Background: an optimization exercise with open tools, aiming at small area, a short achievable clock period and few clock cycles. Do not read the settings as production practice.
RTL that was checked went through simulation tests only; none was proved equivalent to the original.
The RTL of runs 7 and 8 was laid out without a check of its function.

==> flow/design.v, too long to show whole: its modules and the start of the top module <==
// module comp2_gt: 11 lines
// module Conv1d: 5263 lines
// module csa_fa: 4 lines
// module csa_ha: 4 lines
// module booth_sel: 3 lines
// module add33: 3 lines
// module layer_1: 240 lines
module layer_1
    (
        input         clk,
        input         RSTn,
        input         i_EN_w,
        input         i_EN_c,
        output        o_busy,
        input  [31:0] i_data,
        input         i_stb_in,
        output        o_ack_in,
        output [63:0] o_data,
        output        o_stb_out,
        input         i_ack_out
    );
  // ...
==> flow/flow/run.sh <==
#!/bin/bash
# Standard synthesis; every combinational cell resized to its smallest drive
# strength; then the standard layout, with repair_timing aiming at a setup slack
# margin so that the critical paths are sized for the period the design can reach.
set -uo pipefail
bash standard.sh synth > synth.log 2>&1 || exit 1
DS_ODB=orfs/results/sky130hd/layer_1/base/1_synth.odb openroad -no_init -exit flow/downsize.tcl > downsize.log 2>&1 || exit 1
bash standard.sh finish SETUP_SLACK_MARGIN=8.25 > layout.log 2>&1 || exit 1
==> flow/flow/downsize.tcl <==
# Resize every combinational cell of the synthesized netlist to the smallest
# drive strength of its family; timing repair later upsizes where needed.
# Flip-flops, clock cells and physical cells are left alone.
set db [ord::get_db]
read_db $::env(DS_ODB)
set block [[$db getChip] getBlock]
set fam [dict create]
foreach lib [$db getLibs] {
  foreach m [$lib getMasters] {
    set n [$m getName]
    if {![regexp {^(sky130_fd_sc_hd__[a-z0-9]+)_([0-9]+)$} $n -> base sz]} { continue }
    if {[string match "*lpflow*" $n] || [string match "*probe*" $n]} { continue }
    dict lappend fam $base $m
  }
}
set skip {df edf sdf dl clk tap fill decap conb sdl lpflow probe diode ebuf einv bufbuf}
set nsw 0
set saved 0
foreach inst [$block getInsts] {
  set m [$inst getMaster]
  set n [$m getName]
  if {![regexp {^(sky130_fd_sc_hd__([a-z0-9]+))_([0-9]+)$} $n -> base short sz]} { continue }
  set ok 1
  foreach s $skip { if {[string match "${s}*" $short]} { set ok 0 } }
  if {!$ok} { continue }
  if {![dict exists $fam $base]} { continue }
  set best $m
  set barea [expr {[$m getWidth] * [$m getHeight]}]
  foreach c [dict get $fam $base] {
    set a [expr {[$c getWidth] * [$c getHeight]}]
    if {$a < $barea} { set best $c; set barea $a }
  }
  if {$best ne $m} {
    set old [expr {[$m getWidth] * [$m getHeight]}]
    if {[$inst swapMaster $best]} {
      incr nsw
      set saved [expr {$saved + ($old - $barea) / 1e6}]
    }
  }
}
puts "downsize: swapped $nsw cells, saved [format %.1f $saved] um2"
write_db $::env(DS_ODB)
==> flow/standard.sh <==
#!/bin/bash
# synth_recipe.tcl (not shown) runs the flow's synth.tcl, then flattens the netlist and writes it again
# the make line also repeats each setting of config.mk as NAME=value (left out here)
make -C /OpenROAD-flow-scripts/flow DESIGN_CONFIG=/design/flow/config.mk WORK_HOME=/design/flow/orfs CLKGATE_MAP_FILE= SYNTH_SCRIPT=/design/flow/synth_recipe.tcl "${@:-finish}"
==> flow/config.mk <==
export PLATFORM = sky130hd
export DESIGN_NAME = layer_1
export DESIGN_NICKNAME = layer_1
export VERILOG_FILES = /design/flow/design.v
export SDC_FILE = /design/flow/constraint.sdc
export NUM_CORES = 8
export LEC_CHECK = 0
export CAP_MARGIN = 20
export CORE_MARGIN = 2
export CORE_UTILIZATION = 42
export CTS_BUF_LIST = sky130_fd_sc_hd__clkbuf_16
export CTS_CLUSTER_DIAMETER = 100
export CTS_CLUSTER_SIZE = 24
export SLEW_MARGIN = 20
export SYNTH_HIERARCHICAL = 1
export SYNTH_MINIMUM_KEEP_SIZE = 0
==> flow/constraint.sdc <==
create_clock -name core_clock -period 12.0 [get_ports {clk}]
set_input_delay 2.4000 -clock core_clock [delete_from_list [all_inputs] [get_ports {clk}]]
set_output_delay 2.4000 -clock core_clock [all_outputs]
set_load 0.01 [all_outputs]
==> impl_metrics.yaml, run 1 <==
outcome:
  outcome: "finished clean"
placement:
  place_area_um2: 105000
critical_path:
  crit_chain: "buf_12, buf_6, mux2_4, ha_4, nor2b_4, o31a_1, o31a_1, o41ai_4, buf_4, o31ai_4, a21o_1, a21oi_4, mux2i_2, nor2_2, xor2_1"
  path_buf_inv: 3
  r2r_cells: 15
  cp_common_cell: "o31a_1"
  crit_required_ps: 12500
  max_stage_delay_ps: 500
sta:
  fin_crit_sh: 0.322
  slew_viol_final: 0
  finalCriticalPeriod_ps: 3860
clock_network:
  clk_path_buf_depth: 3
  ctsHtreeMaxLevel: 3
  cts-root-buf: "clkbuf_16"
  clk_pin_slew_ps: 110
  clock-sinks: 1447
floorplan:
  io_pins: 105
  die_w_um: 489
global_routing:
  grt_pass1_vias: 72700
  grt_max_degree: 90
  use_met2: 0.430
  track_usage: 0.276
hold_path:
  hold_start: "r_w0_b[24]"
final_layout:
  multi_input_area_um2: 64500
  multi_input_area_share: 0.579
drt:
  routed_wl_mm: 336
  drcViolationCount: 0
  wl_per_cell_um: 28.2
  drt-pass1-iter-count: 8
Testbench counts, summed over its fixed seeds: cycles 6,072.
==> run 2: changes to the inputs <==
--- a/flow/config.mk
+++ b/flow/config.mk
@@ -7,7 +7,7 @@
 export LEC_CHECK = 0
 export CAP_MARGIN = 20
 export CORE_MARGIN = 2
-export CORE_UTILIZATION = 42
+export CORE_UTILIZATION = 55
 export CTS_BUF_LIST = sky130_fd_sc_hd__clkbuf_16
 export CTS_CLUSTER_DIAMETER = 100
 export CTS_CLUSTER_SIZE = 24
==> run 2 against run 1 <==
Cell count down 6.6%. Via count up 1.2%. Area after synthesis unchanged. Setup slack better by 25 ps. Register-to-register slack better by 50 ps. Sequential share of layout area up 0.22 points. First-iteration DRC count up 4.0%. Global-route usage up 10 points. Synthesized cell count unchanged. Largest cell class unchanged.
==> impl_metrics.yaml, run 2 <==
floorplan:
  dieArea_um2: 183000
  die_w_um: 428
  fp.dieH_um: 428
  initial_core_util: 0.554
  std_cell_rows: 155
  core_area_um2: 179000
  io_pins: 105
placement:
  dp_hpwl_mm: 246
  io_buffers: 104
  gp_congestion: 0.981
critical_path:
  r2r-start: "r_lsel"
  worstSetupPathDepth: 1
  path_max_fanout: 1
  crit_required_ps: 9600
  slowest_stage: "edfxtp_1"
  worstSetupStartpoint: "r_out[29]"
  r2r_slack_ps: 8190
  cp-start-kind: "register"
  reg2reg_to: "r_oneB[13]"
  crit_family: "flip-flops"
  crit_chain: "buf_2"
  max_stage_delay_ps: 480
  end_kind: "output pin"
  arrival_ps: 1440
  path_buf_inv: 1
  crit_type: "reg2out"
  r2r_cells: 20
clock_network:
  cts_hold_buffers: 0
  ctsHtreeMaxLevel: 3
  cts_made_buffers: 80
  clock_latency_ps: 790
  clk_pin_slew_ps: 100
  cts_tree: "built"
  clk_path_buf_depth: 3
  cts-root-buf: "clkbuf_16"
  clock-sinks: 1447
yosys:
  synth_cells: 8242
  syn_area_um2: 98900
  syn_area_per_cell_um2: 12.0
  ys_warn_count: 8
global_routing:
  antenna_found_initial: 40
  grt_pass1_wl_mm: 503
  grt_overflow: 0
  track_usage: 0.376
  grt_pass1_vias: 72400
  grt_max_degree: 151
sta:
  slew_viol_final: 0
  finalCriticalPeriod_ps: 3840
  fin_crit_sh: 0.320
  fin_tns_setup_ps: 0
  final-setup-viol-count: 0
  grt_setup_unrepaired: "yes"
  slew_headroom: 0.287
  finalHoldViolCount: 0
  tightest_slew_ps: 1060
  finClkSkew_ps: 47.5
  fmax_mhz: 261
final_layout:
  final_cell_mix: "xnor2_1 (1200), fa_1 (1069), a22oi_1 (1057)"
  area_delta_synth_final_pct: 11.8
  drive_above_1_share: 0.142
  fin_util: 0.619
  final_net_count: 10200
  final_common_cell: "xnor2_1"
  n_fill_cell: 14400
drt:
  ant_nets: 0
  routed_wl_mm: 346
  drcViolationCount: 0
  drt_iter0_drc: 8342
  vias: 72100
  drt-pass1-iter-count: 7
  wl_per_cell_um: 31.1
  drt-vias-per-instance: 6.48
hold_path:
  hold_start: "r_w2_b[22]"
  hold_path.class: "reg2reg"
  hold_path_end: "r_w2_a[22]"
  hold_depth: 0
flow_run:
  max_cap_violations: 0
outcome:
  outcome: "finished clean"
[run 2: cell count changes in the layout (fill, tap and decap cells not counted), sizes merged]
cell / before / now
diode: 4 / 32
buf: 467 / 456
clkbuf: 85 / 80
clkinvlp: 5 / 1
inv: 365 / 369
bufinv: 0 / 2
clkinv: 13 / 11
dlygate4sd2: 2 / 0
dlymetal6s2s: 0 / 2
a21o: 88 / 89
a21oi: 318 / 319
bufbuf: 2 / 1
[run 2: area by class of cell]
class | count | area (um2) | area share
multi-input cells | 6329 | 64400 | 0.582
clock inverters | 63 | 613 | 0.00554
flip-flops and latches | 1447 | 34800 | 0.314
inverters | 320 | 1200 | 0.0109
clock buffers | 80 | 2000 | 0.0181
repair buffers | 493 | 4640 | 0.0420
diodes | 32 | 80.1 | 0.000724
well taps | 2355 | 2950 | 0.0266
[run 2: what timing repair did]
| item | in CTS | in global routing |
|---|---|---|
| gates cloned | 4 | 0 |
| resized for setup | 453 | 228 |
| pin swaps | 51 | 76 |
| buffers inserted | 114 | 80 |
| endpoints found under the setup margin | 578 | 377 |
[run 2: worst max-delay path by stage]
stage                       endpoint  slack, ps
final                     o_data[29]       8160
after global routing      r_gp_b[24]       8110
after CTS                 r_oneB[16]       8080
after detailed placement   r_out[48]       6730
after global placement     r_out[16]       6720
after floorplan            r_nout[2]       7790
[run 2: metal layers]
layer  GRT usage  share of wire  wire, um
met5           0        0.00028        97
met4       0.201          0.058     20100
met3      0.0861           0.10     36200
met2       0.557           0.44    151000
met1       0.516           0.40    138000
[run 2: per-stage QoR]
stage | setup WS, ps | std cells | hold WS, ps | instance area (um2)
5_1_grt | 8110 | 11100 | 310 | 111000
6_report | 8160 | 11100 | 317 | 111000
4_1_cts | 8080 | 11000 | 319 | 109000
3_3_place_gp | 6720 | 10700 | 310 | 104000
3_5_place_dp | 6730 | 10700 | 312 | 105000
2_1_floorplan | 7790 | 8242 | 310 | 99500
==> run 3: changes to the inputs <==
--- a/flow/config.mk
+++ b/flow/config.mk
@@ -7,7 +7,7 @@
 export LEC_CHECK = 0
 export CAP_MARGIN = 20
 export CORE_MARGIN = 2
-export CORE_UTILIZATION = 55
+export CORE_UTILIZATION = 50
 export CTS_BUF_LIST = sky130_fd_sc_hd__clkbuf_16
 export CTS_CLUSTER_DIAMETER = 100
 export CTS_CLUSTER_SIZE = 24
==> run 3 against run 2 <==
Cell area barely moved. Global-route usage fell by 3.8 points. Die area rose by 9.9%. Register-to-register slack improved by 40 ps. Sequential share of layout area barely moved. Critical path depth did not move. Flip-flop and latch count did not move. Highest routed layer unchanged.
==> impl_metrics.yaml, run 3 <==
critical_path:
  slowest_stage: "edfxtp_1"
  arrival_ps: 1450
  path_max_fanout: 1
  end_kind: "output pin"
  crit_family: "flip-flops"
  cp-start-kind: "register"
  max_stage_delay_ps: 480
  path_buf_inv: 1
  crit_required_ps: 9600
  r2r_slack_ps: 8230
  crit_type: "reg2out"
  crit_chain: "buf_2"
clock_network:
  clk_path_buf_depth: 3
  cts_tree: "built"
  clock_latency_ps: 790
  cts_hold_buffers: 0
  cts_made_buffers: 81
  clk_pin_slew_ps: 100
  clock-sinks: 1447
  cts-root-buf: "clkbuf_16"
  ctsHtreeMaxLevel: 3
placement:
  io_buffers: 104
  gp_congestion: 0.965
  dp_hpwl_mm: 250
  place_ws_ps: 6790
global_routing:
  grt_pass1_vias: 72300
  grt_pass1_wl_mm: 501
  track_usage: 0.338
  antenna_found_initial: 31
  grt_max_degree: 83
  grt_overflow: 0
sta:
  fin_ws_ps: 8150
  fin_tns_setup_ps: 0
  fin_crit_sh: 0.321
  finalCriticalPeriod_ps: 3850
  finalHoldViolCount: 0
  fmax_mhz: 260
  grt_setup_unrepaired: "yes"
  final-setup-viol-count: 0
  finClkSkew_ps: 54.6
  tightest_slew_ps: 1010
  slew_viol_final: 0
  slew_headroom: 0.326
yosys:
  synth_cells: 8242
  ys_warn_count: 8
  syn_area_um2: 98900
  syn_area_per_cell_um2: 12.0
drt:
  drt-vias-per-instance: 6.24
  routed_wl_mm: 343
  drt_iter0_drc: 8624
  wl_per_cell_um: 30.1
  drt-pass1-iter-count: 7
  drcViolationCount: 0
  ant_nets: 0
  vias: 71100
final_layout:
  final_cell_mix: "xnor2_1 (1207), fa_1 (1065), a22oi_1 (1057)"
  final_common_cell: "xnor2_1"
  drive_above_1_share: 0.143
  n_fill_cell: 16800
  area_delta_synth_final_pct: 11.9
  final_net_count: 10200
floorplan:
  dieArea_um2: 201000
  die_w_um: 449
  fp.dieH_um: 449
  initial_core_util: 0.502
  std_cell_rows: 163
  core_area_um2: 197000
  io_pins: 105
flow_run:
  max_cap_violations: 0
outcome:
  outcome: "finished clean"
hold_path:
  hold_path.class: "reg2reg"
==> run 3: path summary, 6_finish.rpt <==
| kind | startpoint | end | cells past startpoint |
|---|---|---|---|
| worst max-delay path | r_out[49] | o_data[49] | 1 |
| worst min-delay path | r_gp_b[9] | r_gp_a[9] | 0 |
| worst max register to register | r_lsel | r_twoB[15] | 16 |
| worst min register to register | r_gp_b[9] | r_gp_a[9] | 0 |
| max in group asynchronous | RSTn | r_pend | 3 |
| min in group asynchronous | RSTn | v3 | 1 |
==> run 3: what timing repair did <==
| item | in CTS | in global routing |
|---|---|---|
| gates resized for setup | 433 | 247 |
| setup endpoints to repair | 570 | 297 |
| pin swaps | 34 | 60 |
| cloned | 4 | 0 |
| buffers inserted | 106 | 87 |
==> run 3: cell type report <==
class                           count  area, um2  area share
Multi-Input combinational cell   6328      64300       0.581
Clock buffer                       82       2050      0.0185
Antenna cell                       14       35.0    0.000317
Timing Repair Buffer              495       4400      0.0398
Sequential cell                  1447      34800       0.314
Inverter                          320       1200      0.0109
Tap cell                         2640       3300      0.0298
Clock inverter                     63        548     0.00495
==> run 3: layer usage <==
layer / vias to the layer above / GRT usage / part of all wire / routed length (um)
li1: 30300 / - / - / -
met1: 36400 / 0.458 / 0.40 / 137000
met2: 3695 / 0.515 / 0.45 / 152000
met3: 744 / 0.0789 / 0.099 / 33800
met4: 26 / 0.154 / 0.055 / 18800
met5: - / 0.00971 / 0.00048 / 165
==> run 3: per-stage QoR <==
step                utilization  hold WS [ps]  area, um2  cells
floorplan                     -           310      99500   8242
global route              0.562           324     111000  11400
global placement          0.532           310     105000  11000
CTS                       0.553           316     109000  11300
detailed placement        0.532           312     105000  11000
finish                    0.562           316     111000  11400
==> run 4: changes to the inputs <==
--- a/flow/config.mk
+++ b/flow/config.mk
@@ -9,8 +9,8 @@
 export CORE_MARGIN = 2
 export CORE_UTILIZATION = 50
 export CTS_BUF_LIST = sky130_fd_sc_hd__clkbuf_16
-export CTS_CLUSTER_DIAMETER = 100
-export CTS_CLUSTER_SIZE = 24
+export CTS_CLUSTER_DIAMETER = 60
+export CTS_CLUSTER_SIZE = 30
 export SLEW_MARGIN = 20
 export SYNTH_HIERARCHICAL = 1
 export SYNTH_MINIMUM_KEEP_SIZE = 0
==> run 4 against run 3 <==
First-iteration DRC count grew 1.0%. Highest routed layer unchanged. Clock-buffer cell count grew 41. Cell count grew 0.75%. Still clean on timing, DRC and antenna. Sequential share of layout area shrank 0.55 points.
==> impl_metrics.yaml, run 4 <==
critical_path:
  r2r-start: "r_lsel"
  path_max_fanout: 1
  slowest_stage: "edfxtp_1"
  crit_chain: "buf_2"
  worstSetupStartpoint: "r_out[49]"
  end_kind: "output pin"
  arrival_ps: 1470
  crit_type: "reg2out"
  cp-start-kind: "register"
  max_stage_delay_ps: 460
  crit_family: "flip-flops"
  crit_required_ps: 9600
  path_buf_inv: 1
placement:
  io_buffers: 104
  gp_congestion: 0.965
  dp_hpwl_mm: 250
  place_ws_ps: 6790
drt:
  wl_per_cell_um: 29.9
  drcViolationCount: 0
  drt-vias-per-instance: 6.22
  vias: 71400
  ant_nets: 0
  drt-pass1-iter-count: 7
  drt_iter0_drc: 8713
  routed_wl_mm: 343
clock_network:
  ctsHtreeMaxLevel: 3
  cts_made_buffers: 120
  cts_hold_buffers: 0
  clock-sinks: 1447
  clk_pin_slew_ps: 100
  clock_latency_ps: 820
  cts-root-buf: "clkbuf_16"
  cts_tree: "built"
  clk_path_buf_depth: 3
global_routing:
  grt_pass1_vias: 72800
  grt_overflow: 0
  track_usage: 0.338
  antenna_found_initial: 31
  grt_max_degree: 83
  grt_pass1_wl_mm: 502
yosys:
  synth_cells: 8242
  syn_area_per_cell_um2: 12.0
  ys_warn_count: 8
  syn_area_um2: 98900
sta:
  tightest_slew_ps: 1020
  finClkSkew_ps: 62.1
  grt_setup_unrepaired: "yes"
  whs_ps: 310
  slew_headroom: 0.318
  final-setup-viol-count: 0
  fmax_mhz: 258
  fin_crit_sh: 0.323
  finalHoldViolCount: 0
  fin_tns_setup_ps: 0
  fin_ws_ps: 8130
  finalCriticalPeriod_ps: 3870
  slew_viol_final: 0
floorplan:
  fp.dieH_um: 449
  std_cell_rows: 163
  die_w_um: 449
  dieArea_um2: 201000
  initial_core_util: 0.502
  io_pins: 105
  core_area_um2: 197000
final_layout:
  final_common_cell: "xnor2_1"
  final_net_count: 10300
  final_cell_mix: "xnor2_1 (1201), fa_1 (1066), a22oi_1 (1057)"
  area_delta_synth_final_pct: 13.8
  drive_above_1_share: 0.152
hold_path:
  hold_path.class: "reg2reg"
  hold_start: "r_w0_b[29]"
flow_run:
  max_cap_violations: 0
outcome:
  outcome: "finished clean"
==> run 4: layout make-up <==
cell class                 instances  area [um2]
fill                           16600       84400
multi-input combinational       6328       64400
sequential                      1447       34800
timing repair buffer             487        4320
tap                             2640        3300
clock buffer                     123        3080
clock inverter                   105        1470
inverter                         320        1200
antenna                           24        60.1
==> run 4: routing by layer <==
layer,part of all wire,global-route usage,vias to the layer above
li1,-,-,30400
met5,0.0014,0.00971,-
met3,0.098,0.0814,750
met4,0.055,0.161,32
met1,0.40,0.456,36600
met2,0.45,0.515,3651
==> run 4: path summary, 6_finish.rpt <==
| check | end | slack, ps | depth (start not counted) |
|---|---|---|---|
| min in group asynchronous | r_rp[1] | 1440 | 1 |
| setup reg to reg | r_twoB[15] | 8180 | 18 |
| setup / recovery | o_data[49] | 8130 | 1 |
| hold / removal | r_w0_a[29] | 310 | 0 |
| hold reg to reg | r_w0_a[29] | 310 | 0 |
| max in group asynchronous | r_we_g | 8740 | 3 |
==> run 4: timing repair <==
action                                  in CTS  in global routing
resized for setup                          441                217
endpoints found under the setup margin     562                364
cloned                                       4                  0
pin swaps                                   34                 61
buffers inserted                           115                 70
==> run 4: metrics by stage <==
step | util | instances | cell area [um2]
5_1_grt | 0.571 | 11500 | 113000
6_report | 0.572 | 11500 | 113000
3_3_place_gp | 0.532 | 11000 | 105000
4_1_cts | 0.563 | 11400 | 111000
3_5_place_dp | 0.532 | 11000 | 105000
2_1_floorplan | - | 8242 | 99500
==> run 5: changes to the inputs <==
--- a/flow/config.mk
+++ b/flow/config.mk
@@ -9,8 +9,8 @@
 export CORE_MARGIN = 2
 export CORE_UTILIZATION = 50
 export CTS_BUF_LIST = sky130_fd_sc_hd__clkbuf_16
-export CTS_CLUSTER_DIAMETER = 60
-export CTS_CLUSTER_SIZE = 30
+export CTS_CLUSTER_DIAMETER = 120
+export CTS_CLUSTER_SIZE = 20
 export SLEW_MARGIN = 20
 export SYNTH_HIERARCHICAL = 1
 export SYNTH_MINIMUM_KEEP_SIZE = 0
==> run 5 against run 4 <==
Still clean on timing, DRC and antenna. Flip-flop and latch count stayed put. Setup slack gained 17 ps. Non-clock buffer count shrank 11. Cell area fell by 2.0%. Largest cell class unchanged. Highest routed layer unchanged.
==> impl_metrics.yaml, run 5 <==
critical_path:
  arrival_ps: 4380
  crit_chain: "buf_12, buf_6, nand2_2, o21ai_2, ha_2, inv_2, fa_2, nor2b_2, o31a_1, o31a_1, o41ai_4, buf_4, o31ai_4, a21o_1, a21oi_2, buf_4, mux2i_2, nor2_2, xor2_1"
  path_max_fanout: 7
  crit_type: "reg2reg"
  end_kind: "register"
  slowest_stage: "dfrtp_2"
  cp-start-kind: "register"
  max_stage_delay_ps: 430
  crit_required_ps: 12530
sta:
  slew_headroom: 0.313
  finalCriticalPeriod_ps: 3860
  fin_crit_sh: 0.321
  finClkSkew_ps: 95.4
  grt_setup_unrepaired: "yes"
  tightest_slew_ps: 1030
  fmax_mhz: 259
  final-setup-viol-count: 0
  slew_viol_final: 0
  fin_tns_setup_ps: 0
  finalHoldViolCount: 0
  whs_ps: 267
  fin_ws_ps: 8140
final_layout:
  fin_cells: 11400
  area_delta_synth_final_pct: 11.6
  drive_above_1_share: 0.138
  final_net_count: 10200
  final_common_cell: "xnor2_1"
  final_cell_mix: "xnor2_1 (1204), fa_1 (1068), a22oi_1 (1057)"
placement:
  dp_hpwl_mm: 250
  place_ws_ps: 6790
  placed_cells: 11000
  gp_congestion: 0.965
  io_buffers: 104
drt:
  wl_per_cell_um: 30.1
  ant_nets: 0
  wl_met1_mm: 137
  route.met3.wl_mm: 33.2
  drt-pass1-iter-count: 6
  routed_wl_mm: 342
  drt-vias-per-instance: 6.26
  dr_wl_met2_mm: 153
  vias: 71200
  top_layer: "met5"
  drcViolationCount: 0
  drt_iter0_drc: 8315
outcome:
  outcome: "finished clean"
clock_network:
  cts_made_buffers: 84
  cts-root-buf: "clkbuf_16"
  cts_tree: "built"
  cts_hold_buffers: 0
  clock_latency_ps: 800
  clk_pin_slew_ps: 100
  ctsHtreeMaxLevel: 3
  clock-sinks: 1447
  clk_path_buf_depth: 3
hold_path:
  hold_path.class: "reg2reg"
global_routing:
  grt_pass1_vias: 72200
  grt_pass1_wl_mm: 501
  grt_overflow: 0
  track_usage: 0.338
  grt_max_degree: 83
  antenna_found_initial: 31
floorplan:
  io_pins: 105
  dieArea_um2: 201000
  fp.dieH_um: 449
  die_w_um: 449
  core_area_um2: 197000
  std_cell_rows: 163
  initial_core_util: 0.502
yosys:
  ys_warn_count: 8
  synth_cells: 8242
  syn_area_um2: 98900
  syn_area_per_cell_um2: 12.0
flow_run:
  max_cap_violations: 0
[run 5: changes by cell type in the layout (fill, tap and decap cells not counted), sizes merged]
| cell | previous run | this run |
|---|---|---|
| buf | 448 | 437 |
| bufbuf | 3 | 2 |
| clkbuf | 123 | 87 |
| clkdlybuf4s50 | 36 | 34 |
| clkinv | 36 | 7 |
| clkinvlp | 5 | 1 |
| diode | 24 | 20 |
| dlymetal6s2s | 0 | 2 |
| inv | 384 | 369 |
[run 5: final timing paths]
| kind | from | endpoint | slack [ps] | cells after the start |
|---|---|---|---|---|
| setup / recovery | r_lsel | r_oneB[16] | 8140 | 19 |
| hold / removal | mult.rr_140 | mult.SA0[0] | 270 | 0 |
| setup reg to reg | r_lsel | r_oneB[16] | 8140 | 19 |
| hold reg to reg | mult.rr_140 | mult.SA0[0] | 270 | 0 |
| max in group asynchronous | RSTn | r_pend | 8690 | 3 |
| min in group asynchronous | RSTn | v3 | 1500 | 1 |
[run 5: routing by layer]
layer / global-route usage / vias up
met5: 0.00971 / -
met4: 0.152 / 28
met3: 0.0743 / 706
met2: 0.517 / 3668
met1: 0.459 / 36500
li1: - / 30200
[run 5: critical path, delay by kind of cell, from the launching register on]
kind	cells	cell delay (ps)
AOI/OAI and AO/OA	7	1530
buffers and inverters	5	670
DFF	1	430
adders and majority gates	2	400
muxes	1	240
and+or+nand+nor	3	190
xor gates and xnor gates	1	150
[run 5: cell type report]
| type | instances | area [um2] |
|---|---|---|
| Antenna cell | 20 | 50.0 |
| Clock buffer | 86 | 2150 |
| Clock inverter | 57 | 373 |
| Fill cell | 16800 | 86600 |
| Inverter | 320 | 1210 |
| Multi-Input combinational cell | 6328 | 64300 |
| Sequential cell | 1447 | 34800 |
| Tap cell | 2640 | 3300 |
| Timing Repair Buffer | 476 | 4230 |
[run 5: what timing repair did]
item                       in CTS  in global routing
resized for setup             448                195
buffers inserted               86                 88
pin swaps                      32                 60
cloned                          4                  0
setup endpoints to repair     566                297
[run 5: through the flow]
step / utilization / cell area, um2
2_1_floorplan: - / 99500
3_3_place_gp: 0.532 / 105000
3_5_place_dp: 0.532 / 105000
4_1_cts: 0.552 / 109000
5_1_grt: 0.560 / 110000
6_report: 0.560 / 110000
==> run 6: changes to the inputs <==
--- a/flow/flow/run.sh
+++ b/flow/flow/run.sh
@@ -5,4 +5,4 @@
 set -uo pipefail
 bash standard.sh synth > synth.log 2>&1 || exit 1
 DS_ODB=orfs/results/sky130hd/layer_1/base/1_synth.odb openroad -no_init -exit flow/downsize.tcl > downsize.log 2>&1 || exit 1
-bash standard.sh finish SETUP_SLACK_MARGIN=8.25 > layout.log 2>&1 || exit 1
+bash standard.sh finish SETUP_SLACK_MARGIN=8.32 > layout.log 2>&1 || exit 1
--- a/flow/config.mk
+++ b/flow/config.mk
@@ -9,8 +9,8 @@
 export CORE_MARGIN = 2
 export CORE_UTILIZATION = 50
 export CTS_BUF_LIST = sky130_fd_sc_hd__clkbuf_16
-export CTS_CLUSTER_DIAMETER = 120
-export CTS_CLUSTER_SIZE = 20
+export CTS_CLUSTER_DIAMETER = 100
+export CTS_CLUSTER_SIZE = 24
 export SLEW_MARGIN = 20
 export SYNTH_HIERARCHICAL = 1
 export SYNTH_MINIMUM_KEEP_SIZE = 0
==> run 6 against run 5 <==
Still clean on timing, DRC and antenna. Die area unchanged. Non-clock buffer count up 49. Synthesized cell count unchanged. Critical endpoint is now r_twoB[9]. Critical path type unchanged. Clock skew down 62 ps. Global-route usage up 0.45 points. Area after synthesis unchanged. Flip-flop and latch count unchanged. Cell count rose by 0.33%. Setup slack worse by 36 ps. Largest cell class unchanged.
==> impl_metrics.yaml, run 6 <==
outcome:
  outcome: "finished clean"
sta:
  finalHoldViolCount: 0
  slew_viol_final: 0
  final-setup-viol-count: 0
  finalCriticalPeriod_ps: 3890
  fin_crit_sh: 0.324
  finClkSkew_ps: 33.4
  fin_tns_setup_ps: 0
  fin_ws_ps: 8110
  tightest_slew_ps: 1110
  fmax_mhz: 257
  grt_setup_unrepaired: "yes"
  slew_headroom: 0.252
floorplan:
  core_area_um2: 197000
  std_cell_rows: 163
  initial_core_util: 0.502
  dieArea_um2: 201000
  io_pins: 105
  die_w_um: 449
  fp.dieH_um: 449
placement:
  place_ws_ps: 6910
  io_buffers: 104
  gp_congestion: 0.950
  dp_hpwl_mm: 246
yosys:
  synth_cells: 8242
  ys_warn_count: 8
  syn_area_per_cell_um2: 12.0
  syn_area_um2: 98900
final_layout:
  final_cell_mix: "xnor2_1 (1165), a22oi_1 (1056), fa_1 (1010)"
  drive_above_1_share: 0.160
  final_net_count: 10300
  n_fill_cell: 16600
  final_common_cell: "xnor2_1"
  area_delta_synth_final_pct: 12.8
clock_network:
  cts_made_buffers: 80
  cts-root-buf: "clkbuf_16"
  clock_latency_ps: 770
  ctsHtreeMaxLevel: 3
  clock-sinks: 1447
  cts_tree: "built"
  clk_pin_slew_ps: 100
  cts_hold_buffers: 0
  clk_path_buf_depth: 3
global_routing:
  grt_pass1_vias: 72900
  antenna_found_initial: 25
  grt_pass1_wl_mm: 507
  grt_overflow: 0
  grt_max_degree: 83
  track_usage: 0.342
critical_path:
  cp-start-kind: "register"
  end_kind: "register"
  path_max_fanout: 11
  arrival_ps: 4400
  crit_required_ps: 12510
  crit_type: "reg2reg"
drt:
  drt-pass1-iter-count: 7
  ant_nets: 0
  drt_iter0_drc: 8177
  routed_wl_mm: 346
  wl_per_cell_um: 30.4
  vias: 71400
  drt-vias-per-instance: 6.26
  drcViolationCount: 0
hold_path:
  hold_path.class: "reg2reg"
flow_run:
  max_cap_violations: 0
[run 6: layer usage]
layer	track usage	vias up	part of all wire	wire, um
met4	0.169	18	0.058	20200
met2	0.519	3622	0.44	154000
li1	-	30300	-	-
met1	0.461	36700	0.40	138000
met5	0	-	0.00046	160
met3	0.0801	763	0.097	33800
[run 6: path summary, 6_finish.rpt]
path / from / endpoint / slack [ps] / depth (start not counted)
max reg2reg: r_lsel / r_twoB[9] / 8110 / 14
min reg2reg: r_gp_b[11] / r_gp_a[11] / 330 / 0
max: r_lsel / r_twoB[9] / 8110 / 14
min: r_gp_b[11] / r_gp_a[11] / 330 / 0
max in group asynchronous: RSTn / r_we_g / 8830 / 2
min in group asynchronous: RSTn / r_rp[1] / 1630 / 1
[run 6: timing repair]
action                                  4_1_cts  5_1_grt
pin swaps                                    38       71
cloned                                        3        0
endpoints found under the setup margin      595      318
buffers inserted                            122      100
gates resized for setup                     468      255
[run 6: metrics by stage]
step                      std cells   util  hold WS [ps]  instance area [um2]
after floorplan                8242      -           310               100000
after global routing          11400  0.566           329               112000
after detailed placement      11000  0.534           312               105000
final                         11400  0.567           326               112000
after CTS                     11300  0.556           327               110000
after global placement        11000  0.534           310               105000
[run 6: critical path: stages, from the launching register on]
cell     delay, ps
dfrtp_2        440
buf_12         150
mux2_4         310
ha_4           230
nor2b_1        140
o31a_1         320
o31a_1         380
o41ai_4        380
buf_4          200
o31ai_4        100
a21o_1         200
a21oi_2        160
xor2_2         360
or3b_4         200
o21ai_1         60
[run 6: cell type report]
class                           instances  area, um2  share of cell area
Timing Repair Buffer                  525       4720              0.0423
Tap cell                             2640       3300              0.0296
Inverter                              320       1210              0.0108
Multi-Input combinational cell       6328      64900               0.582
Antenna cell                            8       20.0            0.000179
Clock inverter                         62        596             0.00534
Clock buffer                           81       2030              0.0182
Sequential cell                      1447      34800               0.312
==> module layer_1, before the edit <==
module layer_1
    (
        input         clk,
        input         RSTn,
        input         i_EN_w,
        input         i_EN_c,
        output        o_busy,
        input  [31:0] i_data,
        input         i_stb_in,
        output        o_ack_in,
        output [63:0] o_data,
        output        o_stb_out,
        input         i_ack_out
    );
    function [3*17-1:0] benc;
        input [32:0] x;
        input integer n;
        integer i;
        reg b2, b1, b0;
        begin
            benc = 0;
            for (i = 0; i < 17; i = i + 1) begin
                b2 = x[(2*i+1 < n) ? 2*i+1 : n-1];
                b1 = (2*i < n) ? x[2*i] : x[n-1];
                b0 = (i == 0) ? 1'b0 : x[2*i-1];
                benc[i]      = b1 ^ b0;
                benc[17 + i] = (b2 & ~b1 & ~b0) | (~b2 & b1 & b0);
                benc[34 + i] = b2;
            end
        end
    endfunction
    reg r_ph, r_phn;               
    always @(posedge clk or negedge RSTn)
        if (!RSTn) begin
            r_ph  <= 1'b0;
            r_phn <= 1'b1;
        end else begin
            r_ph  <= ~r_ph;
            r_phn <= r_ph;
        end
    reg        r_ack;         
    reg        r_busy;        
    reg  [2:0] r_lcnt;        
    reg        r_par;         
    reg  [2:0] r_nout;        
    reg        r_stb;
    reg        r_lv;          
    reg  [2:0] r_lidx;        
    wire xfer    = i_stb_in & r_ack;
    wire ld_word = xfer & (r_busy | i_EN_w);
    wire smp     = xfer & i_EN_c & ~r_busy;
    wire smp_a   = smp & ~r_par;           
    wire pair    = smp &  r_par;           
    wire take    = r_stb & i_ack_out;
    wire [2:0] nout_next = r_nout + pair - take;
    wire par_next = r_par ^ smp;
    wire full_next = ((r_nout == 3'd4) & ~(take & ~pair)) | ((r_nout == 3'd3) & pair & ~take);
    function lch;
        input [2:0] k;
        lch = (k == 3'd1) | (k > 3'd4);
    endfunction
    reg  r_do;                             
    reg  r_lsel;                           
    reg  r_lselc;                          
    reg  r_we_b, r_we_w0, r_we_w2, r_we_g, r_we_gf;    
    wire do_ld   = r_do;
    wire lv_next = ld_word | (r_lv & ~do_ld);
    wire [2:0] lidx_next = ld_word ? r_lcnt : r_lidx;
    wire do_ld_next = lv_next & (~r_ph == lch(lidx_next));
    always @(posedge clk or negedge RSTn)
        if (!RSTn) begin
            r_ack  <= 1'b0;
            r_busy <= 1'b0;
            r_lcnt <= 3'd0;
            r_par  <= 1'b0;
            r_nout <= 3'd0;
            r_lv   <= 1'b0;
            r_lidx <= 3'd0;
            r_do   <= 1'b0;
            r_lsel <= 1'b0;
            r_lselc <= 1'b0;
            r_we_b <= 1'b0; r_we_w0 <= 1'b0; r_we_w2 <= 1'b0; r_we_g <= 1'b0; r_we_gf <= 1'b0;
        end else begin
            r_do    <= do_ld_next;
            r_we_b  <= do_ld_next & (lidx_next < 3'd2);
            r_we_w0 <= do_ld_next & ((lidx_next == 3'd2) | (lidx_next == 3'd5));
            r_we_w2 <= do_ld_next & ((lidx_next == 3'd4) | (lidx_next == 3'd7));
            r_we_g  <= do_ld_next & (lidx_next >= 3'd2);
            r_we_gf <= (lidx_next == 3'd2) | (lidx_next == 3'd5);
            r_nout <= nout_next;
            r_par  <= par_next;
            r_lv   <= lv_next;
            r_lidx <= lidx_next;
            r_ack  <= (~par_next | ~full_next) & (~lv_next | do_ld_next);
            if (i_EN_w)
                r_busy <= 1'b1;
            if (ld_word)
                r_lcnt <= r_lcnt + 3'd1;
            if (do_ld && r_lidx == 3'd7)
                r_busy <= 1'b0;
            if (ld_word)
                r_lsel <= 1'b1;
            else if (do_ld && r_lidx == 3'd7)
                r_lsel <= 1'b0;
            if (do_ld && r_lidx == 3'd2)
                r_lselc <= 1'b1;
            else if (do_ld && r_lidx == 3'd7)
                r_lselc <= 1'b0;
        end
    assign o_ack_in = r_ack;
    assign o_busy   = r_busy;
    reg [31:0] r_h;
    always @(posedge clk)
        if (ld_word | smp_a)
            r_h <= i_data;
    reg        r_loaded;      
    always @(posedge clk or negedge RSTn)
        if (!RSTn)
            r_loaded <= 1'b0;
        else if (do_ld && r_lidx == 3'd7)
            r_loaded <= 1'b1;
    reg [31:0] r_b_a,  r_b_b;
    reg [31:0] r_w0_a, r_w0_b, r_w2_a, r_w2_b;
    reg [32:0] r_gp_a, r_gp_b, r_gm_a, r_gm_b;
    wire [32:0] h33 = {1'b0, r_h};
    always @(posedge clk) begin
        r_b_a  <= r_b_b;
        r_w0_a <= r_w0_b;
        r_w2_a <= r_w2_b;
        r_gp_a <= r_gp_b;
        r_gm_a <= r_gm_b;
        r_b_b  <= r_we_b  ? r_h : r_b_a;
        r_w0_b <= r_we_w0 ? r_h : r_w0_a;
        r_w2_b <= r_we_w2 ? r_h : r_w2_a;
        r_gp_b <= r_we_g ? (r_we_gf ? h33 : opB) : r_gp_a;
        r_gm_b <= r_we_g ? (r_we_gf ? h33 : opC) : r_gm_a;
    end
    reg [31:0] r_p0, r_p1;         
    reg [31:0] r_x3;               
    reg        r_pend;             
    always @(posedge clk)
        if (pair)
            r_x3 <= i_data;
    always @(posedge clk or negedge RSTn)
        if (!RSTn) begin
            r_p0 <= 32'd0;
            r_p1 <= 32'd0;
            r_pend <= 1'b0;
        end else begin
            r_pend <= pair;
            if (r_pend) begin
                r_p0 <= r_h;
                r_p1 <= r_x3;
            end
        end
    wire [31:0] opA = r_p0 - r_h;                       
    wire [32:0] bc_in = r_lsel ? r_gp_a : {1'b0, r_p1};
    wire [32:0] cc_in = r_lselc ? r_gm_a : {1'b0, r_p1};
    wire [32:0] opB = bc_in + {1'b0, r_h};              
    wire [32:0] opC = {1'b0, r_h} - cc_in;              
    wire [31:0] opD = r_p1 - r_x3;                      
    wire [50:0] eA = benc({1'b0, opA}, 32);
    wire [50:0] eB = benc(opB, 33);
    wire [50:0] eC = benc(opC, 33);
    wire [50:0] eD = benc({1'b0, opD}, 32);
    reg [15:0] r_oneA, r_twoA, r_negA, r_oneD, r_twoD, r_negD;
    reg [16:0] r_oneB, r_twoB, r_negB, r_oneC, r_twoC, r_negC;
    always @(posedge clk)
        if (r_pend) begin
            r_oneA <= eA[15:0];  r_twoA <= eA[32:17]; r_negA <= eA[49:34];
            r_oneB <= eB[16:0];  r_twoB <= eB[33:17]; r_negB <= eB[50:34];
            r_oneC <= eC[16:0];  r_twoC <= eC[33:17]; r_negC <= eC[50:34];
            r_oneD <= eD[15:0];  r_twoD <= eD[32:17]; r_negD <= ~eD[49:34];    
        end
    reg v1, v2, v3, v4, v5;
    always @(posedge clk or negedge RSTn)
        if (!RSTn) begin
            v1 <= 1'b0; v2 <= 1'b0; v3 <= 1'b0; v4 <= 1'b0; v5 <= 1'b0;
        end else begin
            v1 <= r_pend; v2 <= v1; v3 <= v2; v4 <= v3; v5 <= v4;
        end
    wire [32:0] sa0, sa1, sb0, sb1;
    Conv1d mult (
        .clk(clk),
        .oneA(r_oneA), .twoA(r_twoA), .negA(r_negA),
        .oneB(r_oneB), .twoB(r_twoB), .negB(r_negB),
        .oneC(r_oneC), .twoC(r_twoC), .negC(r_negC),
        .oneD(r_oneD), .twoD(r_twoD), .negD(r_negD),
        .Y0(r_w0_a), .YP(r_gp_a), .YM(r_gm_a), .Y2(r_w2_a),
        .BI(r_b_b),                                    
        .SA0(sa0), .SA1(sa1), .SB0(sb0), .SB1(sb1)
    );
    wire [32:0] ua, ub;
    add33 add_a (.a(sa0), .b(sa1), .y(ua));
    add33 add_b (.a(sb0), .b(sb1), .y(ub));
    reg [31:0] r_ra, r_rb;
    always @(posedge clk) begin
        r_ra <= ua[32:1];
        r_rb <= ub[32:1];
    end
    wire ra_gt_rb, oa, ob;
    comp2_gt #(.DW(32)) cmp_ab (.i_a(r_ra), .i_b(r_rb), .o_a_gt_b(ra_gt_rb));
    comp2_gt #(.DW(32)) cmp_oa (.i_a(r_b_b), .i_b(r_ra), .o_a_gt_b(oa));
    comp2_gt #(.DW(32)) cmp_ob (.i_a(r_b_b), .i_b(r_rb), .o_a_gt_b(ob));
    wire a_gt_b = (oa & ~ob) | (~(oa ^ ob) & ra_gt_rb);
    wire [31:0] res = (a_gt_b ? r_ra : r_rb) & {32{r_loaded}};
    reg [31:0] r_hold;             
    always @(posedge clk)
        r_hold <= res;
    wire [63:0] nr = r_phn ? {res, r_hold} : {r_hold, res};
    reg  [1:0] r_wp, r_rp;         
    reg  [1:0] r_cnt;              
    reg [63:0] r_out, r_q0, r_q1, r_q2;
    wire       q_pop  = ~r_stb & (r_cnt != 2'd0);
    wire       q_push = v5 & (r_stb | (r_cnt != 2'd0));
    wire [63:0] q_head = (r_rp == 2'd0) ? r_q0 : (r_rp == 2'd1) ? r_q1 : r_q2;
    always @(posedge clk or negedge RSTn)
        if (!RSTn) begin
            r_stb <= 1'b0;
            r_wp  <= 2'd0;
            r_rp  <= 2'd0;
            r_cnt <= 2'd0;
        end else begin
            r_stb <= r_stb ? ~i_ack_out : ((r_cnt != 2'd0) | v5);
            if (q_push)
                r_wp <= (r_wp == 2'd2) ? 2'd0 : r_wp + 2'd1;
            if (q_pop)
                r_rp <= (r_rp == 2'd2) ? 2'd0 : r_rp + 2'd1;
            r_cnt <= r_cnt + q_push - q_pop;
        end
    always @(posedge clk) begin
        if (!r_stb)
            r_out <= (r_cnt != 2'd0) ? q_head : nr;
        if (q_push && r_wp == 2'd0) r_q0 <= nr;
        if (q_push && r_wp == 2'd1) r_q1 <= nr;
        if (q_push && r_wp == 2'd2) r_q2 <= nr;
    end
    assign o_data    = r_out;
    assign o_stb_out = r_stb;
endmodule
==> run 7: changes to the inputs <==
--- a/flow/design.v
+++ b/flow/design.v
@@ -5497,31 +5497,30 @@
         r_hold <= res;
     wire [63:0] nr = r_phn ? {res, r_hold} : {r_hold, res};
     reg  [1:0] r_wp, r_rp;         
-    reg  [1:0] r_cnt;              
-    reg [63:0] r_out, r_q0, r_q1, r_q2;
-    wire       q_pop  = ~r_stb & (r_cnt != 2'd0);
-    wire       q_push = v5 & (r_stb | (r_cnt != 2'd0));
-    wire [63:0] q_head = (r_rp == 2'd0) ? r_q0 : (r_rp == 2'd1) ? r_q1 : r_q2;
+    reg  [2:0] r_cnt;              
+    reg [63:0] r_out, r_q0, r_q1, r_q2, r_q3;
+    wire        q_pop  = r_stb & i_ack_out;
+    wire [63:0] q_head = r_rp[1] ? (r_rp[0] ? r_q3 : r_q2) : (r_rp[0] ? r_q1 : r_q0);
     always @(posedge clk or negedge RSTn)
         if (!RSTn) begin
             r_stb <= 1'b0;
             r_wp  <= 2'd0;
             r_rp  <= 2'd0;
-            r_cnt <= 2'd0;
+            r_cnt <= 3'd0;
         end else begin
-            r_stb <= r_stb ? ~i_ack_out : ((r_cnt != 2'd0) | v5);
-            if (q_push)
-                r_wp <= (r_wp == 2'd2) ? 2'd0 : r_wp + 2'd1;
+            r_stb <= r_stb ? ~i_ack_out : ((r_cnt != 3'd0) | v5);
+            if (v5)
+                r_wp <= r_wp + 2'd1;
             if (q_pop)
-                r_rp <= (r_rp == 2'd2) ? 2'd0 : r_rp + 2'd1;
-            r_cnt <= r_cnt + q_push - q_pop;
+                r_rp <= r_rp + 2'd1;
+            r_cnt <= r_cnt + v5 - q_pop;
         end
     always @(posedge clk) begin
-        if (!r_stb)
-            r_out <= (r_cnt != 2'd0) ? q_head : nr;
-        if (q_push && r_wp == 2'd0) r_q0 <= nr;
-        if (q_push && r_wp == 2'd1) r_q1 <= nr;
-        if (q_push && r_wp == 2'd2) r_q2 <= nr;
+        r_out <= (r_cnt == 3'd0) ? nr : q_head;
+        if (v5 && r_wp == 2'd0) r_q0 <= nr;
+        if (v5 && r_wp == 2'd1) r_q1 <= nr;
+        if (v5 && r_wp == 2'd2) r_q2 <= nr;
+        if (v5 && r_wp == 2'd3) r_q3 <= nr;
     end
     assign o_data    = r_out;
     assign o_stb_out = r_stb;
--- a/flow/flow/run.sh
+++ b/flow/flow/run.sh
@@ -5,4 +5,4 @@
 set -uo pipefail
 bash standard.sh synth > synth.log 2>&1 || exit 1
 DS_ODB=orfs/results/sky130hd/layer_1/base/1_synth.odb openroad -no_init -exit flow/downsize.tcl > downsize.log 2>&1 || exit 1
-bash standard.sh finish SETUP_SLACK_MARGIN=8.32 > layout.log 2>&1 || exit 1
+bash standard.sh finish SETUP_SLACK_MARGIN=8.4 > layout.log 2>&1 || exit 1
==> run 7 against run 6 <==
Critical path type is now reg2out. Largest cell class unchanged. Clock-buffer cell count rose by 2. Critical endpoint is now o_stb_out.
==> impl_metrics.yaml, run 7 <==
clock_network:
  cts-root-buf: "clkbuf_16"
  clk_path_buf_depth: 3
  clock_latency_ps: 800
  clock-sinks: 1512
  ctsHtreeMaxLevel: 3
  cts_tree: "built"
  clk_pin_slew_ps: 100
  cts_hold_buffers: 0
  cts_made_buffers: 82
final_layout:
  n_fill_cell: 16800
  area_delta_synth_final_pct: 12.5
  fin_util: 0.565
  fin_cells: 11300
  final_common_cell: "xnor2_1"
  drive_above_1_share: 0.180
  final_net_count: 10100
  multi_input_area_um2: 65600
  final_cell_mix: "xnor2_1 (1167), a22oi_1 (1051), fa_1 (973)"
  seq_area_um2: 36200
sta:
  final-setup-viol-count: 0
  slew_headroom: 0.170
  whs_ps: 315
  finalCriticalPeriod_ps: 3790
  fin_crit_sh: 0.315
  fin_tns_setup_ps: 0
  tightest_slew_ps: 1230
  slew_viol_final: 0
  grt_setup_unrepaired: "yes"
  finalHoldViolCount: 0
  fmax_mhz: 264
  finClkSkew_ps: 54.2
placement:
  placed_cells: 11000
  io_buffers: 104
  gp_congestion: 0.967
  dp_hpwl_mm: 247
drt:
  drt-pass1-iter-count: 8
  vias: 71300
  drt-vias-per-instance: 6.30
  wl_per_cell_um: 30.4
  drcViolationCount: 0
  drt_iter0_drc: 7766
  ant_nets: 0
  routed_wl_mm: 345
critical_path:
  crit_required_ps: 9600
  crit_family: "flip-flops"
  path_buf_inv: 1
  cp-start-kind: "register"
  arrival_ps: 1390
  slowest_stage: "dfrtp_2"
  max_stage_delay_ps: 470
  worstSetupPathDepth: 1
  r2r_cells: 13
  crit_type: "reg2out"
  crit_chain: "buf_6"
  end_kind: "output pin"
  path_max_fanout: 2
global_routing:
  grt_max_degree: 142
  antenna_found_initial: 19
  track_usage: 0.334
  grt_pass1_vias: 73300
  grt_overflow: 0
  grt_pass1_wl_mm: 503
yosys:
  ys_warn_count: 8
  synth_cells: 8166
  syn_area_um2: 101000
  syn_area_per_cell_um2: 12.4
flow_run:
  max_cap_violations: 0
hold_path:
  hold_depth: 0
  hold_path.class: "reg2reg"
floorplan:
  initial_core_util: 0.502
  die_w_um: 454
  dieArea_um2: 206000
  fp.dieH_um: 454
  std_cell_rows: 165
  core_area_um2: 201000
  io_pins: 105
outcome:
  outcome: "finished clean"
[run 7: area by class of cell]
| type | count | share of cell area |
|---|---|---|
| multi-input combinational | 6185 | 0.577 |
| antenna | 21 | 0.000462 |
| clock buffer | 83 | 0.0183 |
| inverter | 328 | 0.0110 |
| sequential | 1512 | 0.318 |
| tap | 2672 | 0.0294 |
| timing repair buffer | 463 | 0.0404 |
| clock inverter | 63 | 0.00499 |
[run 7: path summary, 6_finish.rpt]
check	startpoint	end	slack [ps]
max in group asynchronous	RSTn	r_p0[31]	8710
min in group asynchronous	RSTn	v1	1590
min	r_w2_b[22]	r_w2_a[22]	310
max reg2reg	r_lsel	r_twoB[14]	8420
max	r_stb	o_stb_out	8210
min reg2reg	r_w2_b[22]	r_w2_a[22]	310
[run 7: per-stage QoR]
stage	setup slack [ps]	instance area, um2
3_3_place_gp	7110	108000
2_1_floorplan	7790	102000
3_5_place_dp	7100	108000
4_1_cts	8140	112000
5_1_grt	8150	114000
6_report	8210	114000
[run 7: what timing repair did]
action | in CTS | in global routing
cloned | 0 | 3
setup buffers | 104 | 54
setup endpoints to repair | 659 | 518
resized for setup | 563 | 263
pin swaps | 23 | 41
[run 7: routing by layer]
| layer | global-route usage | vias to the layer above | part of all wire |
|---|---|---|---|
| li1 | - | 30200 | - |
| met1 | 0.440 | 36500 | 0.39 |
| met2 | 0.506 | 3784 | 0.44 |
| met3 | 0.0708 | 847 | 0.089 |
| met4 | 0.210 | 12 | 0.073 |
| met5 | 0.00163 | - | 0.0012 |
==> module comp2_gt, before the edit <==
module comp2_gt
    #(parameter
        DW = 32
    )
    (
        input  [DW-1:0] i_a,
        input  [DW-1:0] i_b,
        output          o_a_gt_b
    );
    assign o_a_gt_b = i_a > i_b;
endmodule
==> run 8: changes to the inputs <==
--- a/flow/design.v
+++ b/flow/design.v
@@ -7,7 +7,73 @@
         input  [DW-1:0] i_b,
         output          o_a_gt_b
     );
-    assign o_a_gt_b = i_a > i_b;
+    wire c;
+    sk_carry #(.N(DW)) u_c (.a(i_b), .b(~i_a), .cin(1'b1), .cout(c));
+    assign o_a_gt_b = ~c;
+endmodule
+module sk_add
+    #(parameter N = 33)
+    (
+        input  [N-1:0] a,
+        input  [N-1:0] b,
+        input          cin,
+        output [N-1:0] y,
+        output         cout
+    );
+    localparam M = N + 1;                  
+    localparam L = $clog2(M);
+    wire [M-1:0] g [0:L];
+    wire [M-1:0] p [0:L];
+    assign g[0] = {a & b, cin};
+    assign p[0] = {a ^ b, 1'b0};
+    genvar l, i;
+    generate
+        for (l = 0; l < L; l = l + 1) begin : lvl
+            for (i = 0; i < M; i = i + 1) begin : pos
+                if ((i >> l) & 1) begin : cmb
+                    localparam integer J = ((i >> l) << l) - 1;
+                    assign g[l+1][i] = g[l][i] | (p[l][i] & g[l][J]);
+                    assign p[l+1][i] = p[l][i] & p[l][J];
+                end else begin : pass
+                    assign g[l+1][i] = g[l][i];
+                    assign p[l+1][i] = p[l][i];
+                end
+            end
+        end
+    endgenerate
+    assign y    = p[0][M-1:1] ^ g[L][M-2:0];
+    assign cout = g[L][M-1];
+endmodule
+module sk_carry
+    #(parameter N = 32)
+    (
+        input  [N-1:0] a,
+        input  [N-1:0] b,
+        input          cin,
+        output         cout
+    );
+    localparam M = N + 1;
+    localparam L = $clog2(M);
+    wire [M-1:0] g [0:L];
+    wire [M-1:0] p [0:L];
+    assign g[0] = {a & b, cin};
+    assign p[0] = {a ^ b, 1'b0};
+    genvar l, i;
+    generate
+        for (l = 0; l < L; l = l + 1) begin : lvl
+            for (i = 0; i < M; i = i + 1) begin : pos
+                if ((i >> l) & 1) begin : cmb
+                    localparam integer J = ((i >> l) << l) - 1;
+                    assign g[l+1][i] = g[l][i] | (p[l][i] & g[l][J]);
+                    assign p[l+1][i] = p[l][i] & p[l][J];
+                end else begin : pass
+                    assign g[l+1][i] = g[l][i];
+                    assign p[l+1][i] = p[l][i];
+                end
+            end
+        end
+    endgenerate
+    assign cout = g[L][M-1];
 endmodule
 module Conv1d (
     input clk,
@@ -5283,9 +5349,6 @@
 module booth_sel (input one, input two, input neg, input y1, input y0, output p);
     assign p = ((one & y1) | (two & y0)) ^ neg;
 endmodule
-module add33 (input [32:0] a, input [32:0] b, output [32:0] y);
-    assign y = a + b;
-endmodule
 module layer_1
     (
         input         clk,
@@ -5441,12 +5504,15 @@
                 r_p1 <= r_x3;
             end
         end
-    wire [31:0] opA = r_p0 - r_h;                       
+    wire [31:0] opA;                                    
+    sk_add #(.N(32)) add_opa (.a(r_p0), .b(~r_h), .cin(1'b1), .y(opA), .cout());
     wire [32:0] bc_in = r_lsel ? r_gp_a : {1'b0, r_p1};
     wire [32:0] cc_in = r_lselc ? r_gm_a : {1'b0, r_p1};
-    wire [32:0] opB = bc_in + {1'b0, r_h};              
-    wire [32:0] opC = {1'b0, r_h} - cc_in;              
-    wire [31:0] opD = r_p1 - r_x3;                      
+    wire [32:0] opB, opC;
+    sk_add #(.N(33)) add_opb (.a(bc_in), .b({1'b0, r_h}), .cin(1'b0), .y(opB), .cout());    
+    sk_add #(.N(33)) add_opc (.a({1'b0, r_h}), .b(~cc_in), .cin(1'b1), .y(opC), .cout());   
+    wire [31:0] opD;                                    
+    sk_add #(.N(32)) add_opd (.a(r_p1), .b(~r_x3), .cin(1'b1), .y(opD), .cout());
     wire [50:0] eA = benc({1'b0, opA}, 32);
     wire [50:0] eB = benc(opB, 33);
     wire [50:0] eC = benc(opC, 33);
@@ -5479,8 +5545,8 @@
         .SA0(sa0), .SA1(sa1), .SB0(sb0), .SB1(sb1)
     );
     wire [32:0] ua, ub;
-    add33 add_a (.a(sa0), .b(sa1), .y(ua));
-    add33 add_b (.a(sb0), .b(sb1), .y(ub));
+    sk_add #(.N(33)) add_a (.a(sa0), .b(sa1), .cin(1'b0), .y(ua), .cout());
+    sk_add #(.N(33)) add_b (.a(sb0), .b(sb1), .cin(1'b0), .y(ub), .cout());
     reg [31:0] r_ra, r_rb;
     always @(posedge clk) begin
         r_ra <= ua[32:1];
@@ -5497,30 +5563,31 @@
         r_hold <= res;
     wire [63:0] nr = r_phn ? {res, r_hold} : {r_hold, res};
     reg  [1:0] r_wp, r_rp;         
-    reg  [2:0] r_cnt;              
-    reg [63:0] r_out, r_q0, r_q1, r_q2, r_q3;
-    wire        q_pop  = r_stb & i_ack_out;
-    wire [63:0] q_head = r_rp[1] ? (r_rp[0] ? r_q3 : r_q2) : (r_rp[0] ? r_q1 : r_q0);
+    reg  [1:0] r_cnt;              
+    reg [63:0] r_out, r_q0, r_q1, r_q2;
+    wire       q_pop  = ~r_stb & (r_cnt != 2'd0);
+    wire       q_push = v5 & (r_stb | (r_cnt != 2'd0));
+    wire [63:0] q_head = (r_rp == 2'd0) ? r_q0 : (r_rp == 2'd1) ? r_q1 : r_q2;
     always @(posedge clk or negedge RSTn)
         if (!RSTn) begin
             r_stb <= 1'b0;
             r_wp  <= 2'd0;
             r_rp  <= 2'd0;
-            r_cnt <= 3'd0;
+            r_cnt <= 2'd0;
         end else begin
-            r_stb <= r_stb ? ~i_ack_out : ((r_cnt != 3'd0) | v5);
-            if (v5)
-                r_wp <= r_wp + 2'd1;
+            r_stb <= r_stb ? ~i_ack_out : ((r_cnt != 2'd0) | v5);
+            if (q_push)
+                r_wp <= (r_wp == 2'd2) ? 2'd0 : r_wp + 2'd1;
             if (q_pop)
-                r_rp <= r_rp + 2'd1;
-            r_cnt <= r_cnt + v5 - q_pop;
+                r_rp <= (r_rp == 2'd2) ? 2'd0 : r_rp + 2'd1;
+            r_cnt <= r_cnt + q_push - q_pop;
         end
     always @(posedge clk) begin
-        r_out <= (r_cnt == 3'd0) ? nr : q_head;
-        if (v5 && r_wp == 2'd0) r_q0 <= nr;
-        if (v5 && r_wp == 2'd1) r_q1 <= nr;
-        if (v5 && r_wp == 2'd2) r_q2 <= nr;
-        if (v5 && r_wp == 2'd3) r_q3 <= nr;
+        if (!r_stb)
+            r_out <= (r_cnt != 2'd0) ? q_head : nr;
+        if (q_push && r_wp == 2'd0) r_q0 <= nr;
+        if (q_push && r_wp == 2'd1) r_q1 <= nr;
+        if (q_push && r_wp == 2'd2) r_q2 <= nr;
     end
     assign o_data    = r_out;
     assign o_stb_out = r_stb;
--- a/flow/flow/run.sh
+++ b/flow/flow/run.sh
@@ -5,4 +5,4 @@
 set -uo pipefail
 bash standard.sh synth > synth.log 2>&1 || exit 1
 DS_ODB=orfs/results/sky130hd/layer_1/base/1_synth.odb openroad -no_init -exit flow/downsize.tcl > downsize.log 2>&1 || exit 1
-bash standard.sh finish SETUP_SLACK_MARGIN=8.4 > layout.log 2>&1 || exit 1
+bash standard.sh finish SETUP_SLACK_MARGIN=8.25 > layout.log 2>&1 || exit 1
==> run 8 against run 7 <==
Largest cell class unchanged. Non-clock buffer count grew 20. Highest routed layer unchanged. Sequential share of layout area barely moved. Synthesized cell count decreased by 3.0%. Area after synthesis down 3.4%. Wire length down 7.5%. Cell area is 4.0% lower. Clock skew shrank 11 ps.
==> impl_metrics.yaml, run 8 <==
global_routing:
  grt_max_degree: 87
  grt_pass1_wl_mm: 469
  grt_pass1_vias: 69800
  track_usage: 0.320
  grt_overflow: 0
  antenna_found_initial: 22
sta:
  fin_crit_sh: 0.315
  finalHoldViolCount: 0
  tightest_slew_ps: 997
  fmax_mhz: 264
  finalCriticalPeriod_ps: 3780
  fin_tns_setup_ps: 0
  slew_headroom: 0.336
  slew_viol_final: 0
  grt_setup_unrepaired: "yes"
  finClkSkew_ps: 42.9
  final-setup-viol-count: 0
clock_network:
  cts_tree: "built"
  cts_made_buffers: 78
  ctsHtreeMaxLevel: 3
  clock_latency_ps: 760
  cts-root-buf: "clkbuf_16"
  clock-sinks: 1447
  clk_pin_slew_ps: 100
  clk_path_buf_depth: 3
critical_path:
  arrival_ps: 1380
  r2r_slack_ps: 8280
  max_stage_delay_ps: 460
  crit_end: "o_data[35]"
  worstSetupPathDepth: 1
  r2r-start: "r_lselc"
  cp-start-kind: "register"
  crit_type: "reg2out"
  crit_required_ps: 9600
  path_buf_inv: 1
  r2r_cells: 14
  worstSetupStartpoint: "r_out[35]"
  crit_family: "flip-flops"
  path_max_fanout: 1
  end_kind: "output pin"
  reg2reg_to: "r_twoC[10]"
  crit_chain: "buf_2"
  slowest_stage: "edfxtp_1"
yosys:
  syn_area_per_cell_um2: 12.3
  syn_area_um2: 97700
  synth_cells: 7923
  ys_warn_count: 11
final_layout:
  multi_input_area_um2: 62700
  final_net_count: 9956
  final_cell_mix: "xnor2_1 (1152), fa_1 (1093), a22oi_1 (1056)"
  area_delta_synth_final_pct: 11.8
  fin_cells: 11000
  seq_area_um2: 34800
  drive_above_1_share: 0.142
  final_common_cell: "xnor2_1"
  n_fill_cell: 16400
floorplan:
  die_w_um: 446
  std_cell_rows: 162
  initial_core_util: 0.502
  dieArea_um2: 199000
  core_area_um2: 195000
  fp.dieH_um: 446
  io_pins: 105
flow_run:
  max_cap_violations: 0
drt:
  ant_nets: 0
  vias: 67500
  routed_wl_mm: 319
  wl_per_cell_um: 29.1
  drt-pass1-iter-count: 7
  drt-vias-per-instance: 6.15
  drcViolationCount: 0
  drt_iter0_drc: 7119
outcome:
  outcome: "finished clean"
placement:
  io_buffers: 104
  placed_cells: 10600
  dp_hpwl_mm: 224
  gp_congestion: 0.932
hold_path:
  hold_path.class: "reg2reg"
## run 8: cell types whose count changed in the layout (fill, tap and decap cells not counted), moves of 68 or more
cell,previous run,this run
fa_1,973,1093
mux2i_1,63,164
inv_1,348,442
fa_2,205,114
o21ai_0,120,194
mux2_2,294,226
## run 8: worst min-delay path by stage
stage	start	end	cells past startpoint
final	r_w2_b[20]	r_w2_a[20]	0
after detailed placement	r_gm_b[1]	r_gm_a[1]	0
after global placement	r_w2_b[23]	r_w2_a[23]	0
after floorplan	r_gm_b[0]	r_gm_a[0]	0
after global routing	r_gm_b[22]	r_gm_a[22]	0
after CTS	r_w2_b[20]	r_w2_a[20]	0
## run 8: final cells by class
cell class / instances / area share
repair buffers: 483 / 0.0408
clock buffers: 82 / 0.0188
inverters: 421 / 0.0145
diodes: 11 / 0.000252
flip-flops and latches: 1447 / 0.319
multi-input cells: 5937 / 0.574
well taps: 2542 / 0.0291
clock inverters: 55 / 0.00391
## run 8: what timing repair did
| item | CTS | global route |
|---|---|---|
| endpoints found under the setup margin | 545 | 185 |
| resized for setup | 479 | 184 |
| buffers inserted | 94 | 89 |
| gates cloned | 4 | 1 |
| pin swaps | 21 | 52 |
| hold buffers | 0 | 0 |
## run 8: metal layers
| metal | share of wire | track usage |
|---|---|---|
| met5 | 0.00030 | 0 |
| met4 | 0.054 | 0.150 |
| met2 | 0.45 | 0.496 |
| met1 | 0.40 | 0.433 |
| met3 | 0.089 | 0.0655 |
## run 8: metrics by stage
step / area, um2 / hold WS (ps) / worst slack [ps] / utilization
global placement: 104000 / 310 / 7180 / 0.532
global route: 109000 / 325 / 8160 / 0.561
detailed placement: 104000 / 312 / 7190 / 0.532
finish: 109000 / 313 / 8220 / 0.561
CTS: 107000 / 322 / 8140 / 0.552
floorplan: 98300 / 310 / 7900 / -

==> afterwards: timing with drivers on the ports <==
The results above use ideal ports. As a check the final layouts listed here were re-extracted and re-timed, cells and wires unchanged.
Step 1 sets driving cells, clkbuf_16 on the clock port and buf_2 on the other inputs (assumed; they add their load-dependent delay and slew).
Step 2, shift: input delay + t, output delay - t, t = (earliest + latest rising clock arrival at the registers) / 2. This alone moves slack from input paths to output paths.
Slacks: no drivers / after step 1 / after step 2; pairs: no drivers / after step 1.
run | t (ns) | slack for setup (ns) | slew at the worst register clock pin (ns) | cell pins on the clock port's net
run 1 | 0.859 | 8.140 / 8.101 / 7.501 | 0.11 / 0.11 | 1
run 2 | 0.861 | 8.164 / 8.069 / 7.534 | 0.11 / 0.11 | 1
run 3 | 0.854 | 8.151 / 8.060 / 7.453 | 0.10 / 0.10 | 1
run 4 | 0.881 | 8.128 / 8.041 / 7.453 | 0.11 / 0.11 | 1
run 5 | 0.851 | 8.145 / 8.088 / 7.557 | 0.10 / 0.10 | 1
run 6 | 0.849 | 8.109 / 8.050 / 7.560 | 0.11 / 0.11 | 1
run 7 | 0.872 | 8.215 / 8.112 / 7.619 | 0.11 / 0.11 | 1
run 8 | 0.837 | 8.218 / 8.122 / 7.613 | 0.11 / 0.11 | 1
After both steps every run listed still meets setup and hold. For run 3, which loses most, drivers alone change the setup slack by -0.091 ns; drivers and shift together by -0.698 ns.
